From an optimization exercise on the open Yosys and OpenROAD flow, aimed at a short achievable clock period and few clock cycles; shortcuts taken in it are not production practice.
The RTL was checked by simulation tests, not by an equivalence proof against the original design.

==> 03-16 <==
Design SCPU, start of the top module:
module SCPU(
	input wire clk,
	input wire rst,
	output wire inst_ren,
	output wire [31:0] inst_addr,
	input wire [31:0] inst_data,
	output wire mem_ren,
	output wire mem_wen,
	output wire [31:0] mem_addr,
	output wire [31:0] mem_dout,
	input wire [31:0] mem_din
	);
==> flow/config.mk <==
export PLATFORM = sky130hd
export DESIGN_NAME = SCPU
export DESIGN_NICKNAME = SCPU
export VERILOG_FILES = /design/flow/design.v
export SDC_FILE = /design/flow/constraint.sdc
export NUM_CORES = 4
export LEC_CHECK = 0
export CAP_MARGIN = 20
export CORE_MARGIN = 2
export CORE_UTILIZATION = 50
export SETUP_SLACK_MARGIN = 4.3
export SLEW_MARGIN = 20
export SYNTH_HIERARCHICAL = 1
export SYNTH_MINIMUM_KEEP_SIZE = 0
==> flow/constraint.sdc <==
create_clock -name core_clock -period 7.0 [get_ports {clk}]
set_input_delay 1.4000 -clock core_clock [delete_from_list [all_inputs] [get_ports {clk}]]
set_output_delay 1.4000 -clock core_clock [all_outputs]
set_load 0.01 [all_outputs]
run.sh (not shown) runs the stock make flow with config.mk's settings and CLKGATE_MAP_FILE= SYNTH_SCRIPT=/design/flow/synth_recipe.tcl, a recipe that flattens the netlist after the stock synthesis.
==> 01-17 (differences from 03-16) <==
--- a/flow/design.v
+++ b/flow/design.v
@@ -60,18 +60,27 @@
 		.j(f_j), .jr(f_jr), .lui(f_lui));
 	wire f_go = ~mispredict & ~lu_stall;    
 	wire [15:0] blo;
 	wire        bco;
 	scpu_add16 u_badd(.a(pc_i[17:2]), .b(inst_data[15:0]), .s(blo), .co(bco));
-	wire [31:0] pc4, pnpc, immv, e_o, e_i, e_alt;
+	wire [31:0] pc4, jtarget, pnpc, immv, e_o, e_i, e_alt;
 	wire [13:0] bx1, bx0;
-	wire        t_o, t_i, t_alt;
-	scpu_npc u_npc(.ins(inst_data), .pc(pc_i), .pc_hold(pc_o), .ras(ras), .rst(rst),
-		.mispredict(mispredict), .fix_pc(fix_pc), .lu_stall(lu_stall),
-		.j(f_j), .jr(f_jr), .bpred(f_bpred), .link(f_link), .lui(f_lui),
-		.pc4(pc4), .pnpc(pnpc), .immv(immv), .x1(bx1), .x0(bx0),
-		.e_o(e_o), .t_o(t_o), .e_i(e_i), .t_i(t_i), .e_alt(e_alt), .t_alt(t_alt));
+	scpu_npc u_npc(.ins(inst_data), .pc(pc_i), .ras(ras),
+		.jr(f_jr), .bpred(f_bpred), .link(f_link), .lui(f_lui),
+		.pc4(pc4), .jtarget(jtarget), .pnpc(pnpc), .immv(immv), .x1(bx1), .x0(bx0),
+		.e_alt(e_alt));
+	wire t_alt = ~f_bpred;
+	wire so_fix, so_hold, so_j, so_ras, so_pc4, t_o;
+	wire si_fix, si_hold, si_j, si_ras, si_pc4, t_i;
+	scpu_pcctl u_pco(.rst(rst), .mispredict(mispredict), .lu_stall(lu_stall), .j(f_j), .jr(f_jr), .bpred(f_bpred),
+		.s_fix(so_fix), .s_hold(so_hold), .s_j(so_j), .s_ras(so_ras), .s_pc4(so_pc4), .t(t_o));
+	scpu_pcctl u_pci(.rst(rst), .mispredict(mispredict), .lu_stall(lu_stall), .j(f_j), .jr(f_jr), .bpred(f_bpred),
+		.s_fix(si_fix), .s_hold(si_hold), .s_j(si_j), .s_ras(si_ras), .s_pc4(si_pc4), .t(t_i));
+	scpu_npcsel u_eo(.s_fix(so_fix), .s_hold(so_hold), .s_j(so_j), .s_ras(so_ras), .s_pc4(so_pc4),
+		.fix(fix_pc), .hold(pc_i), .jt(jtarget), .ras(ras), .pc4(pc4), .e(e_o));
+	scpu_npcsel u_ei(.s_fix(si_fix), .s_hold(si_hold), .s_j(si_j), .s_ras(si_ras), .s_pc4(si_pc4),
+		.fix(fix_pc), .hold(pc_o), .jt(jtarget), .ras(ras), .pc4(pc4), .e(e_i));
 	wire [31:0] npc_o, npc_i, alt;
 	scpu_pclate u_lo(.e(e_o), .t(t_o), .c(bco), .x1(bx1), .x0(bx0), .lo(blo), .pc10(pc_i[1:0]), .o(npc_o));
 	scpu_pclate u_li(.e(e_i), .t(t_i), .c(bco), .x1(bx1), .x0(bx0), .lo(blo), .pc10(pc_i[1:0]), .o(npc_i));
 	scpu_pclate u_la(.e(e_alt), .t(t_alt), .c(bco), .x1(bx1), .x0(bx0), .lo(blo), .pc10(pc_i[1:0]), .o(alt));
 	wire [32*31-1:0] rf_flat;
@@ -79,18 +88,23 @@
 	generate
 		for (g = 1; g < 32; g = g + 1) begin : rf_out
 			assign rf_flat[32*(g-1) +: 32] = rf[g];
 		end
 	endgenerate
-	wire [31:0] rf_a, rf_b;
-	scpu_rfread u_rd(.rs(inst_data[25:21]), .rt(inst_data[20:16]), .rf(rf_flat),
-		.m_wen(m_wen), .m_rd(m_rd), .m_val(m_val), .rf_a(rf_a), .rf_b(rf_b));
-	wire [31:0] e_res, e_a, e_b, e_bv;
+	wire [31:0] ra, rb;
+	scpu_rfread u_rd(.rs(inst_data[25:21]), .rt(inst_data[20:16]), .rf(rf_flat), .ra(ra), .rb(rb));
+	wire [31:0] e_res;
 	wire [3:0]  ss, sd, sl;
-	scpu_xearly u_xe(.a(x_a), .b(x_b), .op(x_op), .sh(x_sh),
-		.fa(fa), .fb(fb), .rf_a(rf_a), .rf_b(rf_b), .useimm(f_useimm), .immv(immv),
-		.e_res(e_res), .e_a(e_a), .e_b(e_b), .e_bv(e_bv), .ss(ss), .sd(sd), .sl(sl));
+	scpu_xearly u_xe(.a(x_a), .b(x_b), .op(x_op), .sh(x_sh), .fa(fa), .fb(fb), .useimm(f_useimm),
+		.e_res(e_res), .ss(ss), .sd(sd), .sl(sl));
+	wire [3:0] sa, sv;
+	wire [4:0] sb;
+	scpu_opctl u_oc(.rs(inst_data[25:21]), .rt(inst_data[20:16]), .m_wen(m_wen), .m_rd(m_rd),
+		.m_load(m_load), .fa(fa), .fb(fb), .useimm(f_useimm), .sa(sa), .sb(sb), .sv(sv));
+	wire [31:0] e_a, e_b, e_bv;
+	scpu_opsel u_os(.sa(sa), .sb(sb), .sv(sv), .e_res(e_res), .mem_din(mem_din), .m_res(m_res),
+		.ra(ra), .rb(rb), .immv(immv), .e_a(e_a), .e_b(e_b), .e_bv(e_bv));
 	wire [31:0] alu, op_a, op_b, op_bv;
 	scpu_xlate u_xr(.e(e_res), .ss(ss[0]), .sd(sd[0]), .sl(sl[0]), .sum(sum), .diff(diff), .o(alu));
 	scpu_xlate u_xa(.e(e_a),   .ss(ss[1]), .sd(sd[1]), .sl(sl[1]), .sum(sum), .diff(diff), .o(op_a));
 	scpu_xlate u_xb(.e(e_b),   .ss(ss[2]), .sd(sd[2]), .sl(sl[2]), .sum(sum), .diff(diff), .o(op_b));
 	scpu_xlate u_xv(.e(e_bv),  .ss(ss[3]), .sd(sd[3]), .sl(sl[3]), .sum(sum), .diff(diff), .o(op_bv));
@@ -209,19 +223,12 @@
 module scpu_xearly(
 	input wire [31:0] a,
 	input wire [31:0] b,
 	input wire [8:0] op,
 	input wire [4:0] sh,
-	input wire fa, fb,
-	input wire [31:0] rf_a,
-	input wire [31:0] rf_b,
-	input wire useimm,
-	input wire [31:0] immv,
+	input wire fa, fb, useimm,
 	output wire [31:0] e_res,
-	output wire [31:0] e_a,
-	output wire [31:0] e_b,
-	output wire [31:0] e_bv,
 	output wire [3:0] ss,
 	output wire [3:0] sd,
 	output wire [3:0] sl
 	);
 	wire [31:0] shr = b >> sh;
@@ -230,18 +237,51 @@
 		({32{op[3]}} & (a | b)) |
 		({32{op[4]}} & (a ^ b)) |
 		({32{op[5]}} & ~(a | b)) |
 		({32{op[7]}} & shr) |
 		({32{op[8]}} & b);
-	assign e_a  = fa ? e_res : rf_a;
-	assign e_bv = fb ? e_res : rf_b;
-	assign e_b  = useimm ? immv : e_bv;
 	wire [3:0] to = {fb, ~useimm & fb, fa, 1'b1};
 	assign ss = to & {4{op[0]}};
 	assign sd = to & {4{op[1]}};
 	assign sl = to & {4{op[6]}};
 endmodule
+module scpu_opctl(
+	input wire [4:0] rs,
+	input wire [4:0] rt,
+	input wire m_wen,
+	input wire [4:0] m_rd,
+	input wire m_load,
+	input wire fa, fb, useimm,
+	output wire [3:0] sa,
+	output wire [4:0] sb,
+	output wire [3:0] sv
+	);
+	wire bpa = m_wen & (m_rd == rs);
+	wire bpb = m_wen & (m_rd == rt);
+	assign sa = {fa, ~fa & bpa & m_load, ~fa & bpa & ~m_load, ~fa & ~bpa};
+	assign sv = {fb, ~fb & bpb & m_load, ~fb & bpb & ~m_load, ~fb & ~bpb};
+	assign sb = {useimm, sv & {4{~useimm}}};
+endmodule
+module scpu_opsel(
+	input wire [3:0] sa,
+	input wire [4:0] sb,
+	input wire [3:0] sv,
+	input wire [31:0] e_res,
+	input wire [31:0] mem_din,
+	input wire [31:0] m_res,
+	input wire [31:0] ra,
+	input wire [31:0] rb,
+	input wire [31:0] immv,
+	output wire [31:0] e_a,
+	output wire [31:0] e_b,
+	output wire [31:0] e_bv
+	);
+	assign e_a  = ({32{sa[3]}} & e_res) | ({32{sa[2]}} & mem_din) | ({32{sa[1]}} & m_res) | ({32{sa[0]}} & ra);
+	assign e_bv = ({32{sv[3]}} & e_res) | ({32{sv[2]}} & mem_din) | ({32{sv[1]}} & m_res) | ({32{sv[0]}} & rb);
+	assign e_b  = ({32{sb[3]}} & e_res) | ({32{sb[2]}} & mem_din) | ({32{sb[1]}} & m_res) | ({32{sb[0]}} & rb) |
+	              ({32{sb[4]}} & immv);
+endmodule
 module scpu_xlate(
 	input wire [31:0] e,
 	input wire ss, sd, sl,
 	input wire [31:0] sum,
 	input wire [32:0] diff,
@@ -340,48 +380,54 @@
 	assign co = G[15];
 endmodule
 module scpu_npc(
 	input wire [31:0] ins,
 	input wire [31:0] pc,
-	input wire [31:0] pc_hold,    
 	input wire [31:0] ras,
-	input wire rst,
-	input wire mispredict,
-	input wire [31:0] fix_pc,
-	input wire lu_stall,
-	input wire j, jr, bpred, link, lui,
+	input wire jr, bpred, link, lui,
 	output wire [31:0] pc4,
+	output wire [31:0] jtarget,
 	output wire [31:0] pnpc,
 	output wire [31:0] immv,
 	output wire [13:0] x1,
 	output wire [13:0] x0,
-	output wire [31:0] e_o,
-	output wire t_o,
-	output wire [31:0] e_i,
-	output wire t_i,
-	output wire [31:0] e_alt,
-	output wire t_alt
+	output wire [31:0] e_alt
 	);
 	wire [13:0] h = pc[31:18];
 	wire s = ins[15];
 	assign x1 = s ? h : h + 14'd1;
 	assign x0 = s ? h - 14'd1 : h;
 	assign pc4 = pc + 32'd4;
-	wire [31:0] jtarget = {pc4[31:28], ins[25:0], 2'b00};
-	wire [31:0] pred_nb = j ? jtarget : jr ? ras : bpred ? 32'd0 : pc4;
-	wire take_b = ~j & ~jr & bpred;
-	wire [31:0] other = rst ? 32'd0 : fix_pc;
-	wire redirect = rst | mispredict;
-	assign e_i = redirect ? other : lu_stall ? pc_hold : pred_nb;
-	assign t_i = ~redirect & ~lu_stall & take_b;
-	assign e_o = redirect ? other : lu_stall ? pc : pred_nb;
-	assign t_o = ~redirect & ~lu_stall & take_b;
+	assign jtarget = {pc4[31:28], ins[25:0], 2'b00};
 	assign e_alt = bpred ? pc4 : 32'd0;
-	assign t_alt = ~bpred;
 	assign pnpc = jr ? ras : pc4;
 	assign immv = lui ? {ins[15:0], 16'd0} : link ? pc4 : {{16{ins[15]}}, ins[15:0]};
 endmodule
+module scpu_pcctl(
+	input wire rst, mispredict, lu_stall, j, jr, bpred,
+	output wire s_fix, s_hold, s_j, s_ras, s_pc4, t
+	);
+	wire go = ~rst & ~mispredict & ~lu_stall;
+	assign s_fix  = ~rst & mispredict;
+	assign s_hold = ~rst & ~mispredict & lu_stall;
+	assign s_j    = go & j;
+	assign s_ras  = go & ~j & jr;
+	assign t      = go & ~j & ~jr & bpred;
+	assign s_pc4  = go & ~j & ~jr & ~bpred;
+endmodule
+module scpu_npcsel(
+	input wire s_fix, s_hold, s_j, s_ras, s_pc4,
+	input wire [31:0] fix,
+	input wire [31:0] hold,
+	input wire [31:0] jt,
+	input wire [31:0] ras,
+	input wire [31:0] pc4,
+	output wire [31:0] e
+	);
+	assign e = ({32{s_fix}} & fix) | ({32{s_hold}} & hold) | ({32{s_j}} & jt) |
+	           ({32{s_ras}} & ras) | ({32{s_pc4}} & pc4);
+endmodule
 module scpu_pclate(
 	input wire [31:0] e,
 	input wire t, c,
 	input wire [13:0] x1,
 	input wire [13:0] x0,
@@ -393,21 +439,16 @@
 endmodule
 module scpu_rfread(
 	input wire [4:0] rs,
 	input wire [4:0] rt,
 	input wire [32*31-1:0] rf,
-	input wire m_wen,
-	input wire [4:0] m_rd,
-	input wire [31:0] m_val,
-	output wire [31:0] rf_a,
-	output wire [31:0] rf_b
+	output wire [31:0] ra,
+	output wire [31:0] rb
 	);
 	wire [32*32-1:0] regs = {rf, 32'd0};
-	wire [31:0] ra = regs[32*rs +: 32];
-	wire [31:0] rb = regs[32*rt +: 32];
-	assign rf_a = (rs != 5'd0 && m_wen && m_rd == rs) ? m_val : ra;
-	assign rf_b = (rt != 5'd0 && m_wen && m_rd == rt) ? m_val : rb;
+	assign ra = regs[32*rs +: 32];
+	assign rb = regs[32*rt +: 32];
 endmodule
 module ks32_l1(
 	input wire [31:0] g,
 	input wire [31:0] p,
 	output wire [31:1] go,
==> comparison table <==
| metric | 03-16 | 01-17 |
|---|---|---|
| Run status | timing/DRC/antenna clean | timing/DRC/antenna clean |
| Fill cells | 13,300 | 12,870 |
| Worst R2R Setup Slack | 3660 ps | 3690 ps |
| Buffers, non-clock | 880 | 816 |
| Launch point of the worst path | x_a[18]$_DFF_P_ | inst_data[5] |
| Later-pin clock latency in the skew report | 830 ps | 840 ps |
| Starting Density | 0.5030 | 0.5039 |
| Dpl ws | 1542 ps | 1523 ps |
| Placeable core region | 166,800 um2 | 158,600 um2 |
| Met1 usage | 0.5179 | 0.5468 |
| Post-route non-filler standard cell count | 10,950 | 10,350 |
| Cells after Synth | 8,392 | 8,000 |
| Met2 routed wirelength | 164,900 um | 165,500 um |
| Endpoint of the worst setup timing path | pc_i[26]$_DFF_P_ | pc_o[31]$_DFF_P_ |
| Sequential cell area share | 0.2767 | 0.2906 |
| Vias per Instance | 6.999 | 7.175 |
| Met2 track demand over resource in global routing | 0.6388 | 0.6741 |
Testbench counts of 03-16, summed over its fixed seeds: cycles 47,301.
Testbench counts of 01-17, summed over its fixed seeds: cycles 47,301.

[what the ideal ports hide]
No port has a modelled driver above. Below, the same layouts with a new extraction and two added sets of constraints.
Step 1, drivers: a clkbuf_16 drives clk and a buf_2 each remaining input, both assumed.
Step 2 moves the port delays by t, midway between the first and last clock arrival at a register: inputs arrive t later, outputs are due t later. That takes back most of the time a late clock gives input paths.
Slacks: ideal / step 1 / step 2; pairs: ideal / step 1.
| run | shift t [ns] | setup slack, ns | worst setup path after step 2 | worst register clock-pin slew, ns |
|---|---|---|---|---|
| 03-16 | 0.877 | 3.665 / 3.304 / 2.427 | input to register | 0.07 / 0.07 |
| 01-17 | 0.889 | 3.682 / 3.282 / 2.393 | input to register | 0.07 / 0.07 |
After both steps setup and hold are still met in every run listed. The setup slack of 01-17, which loses most, moves by -0.400 ns with the drivers and by -1.289 ns with both steps.
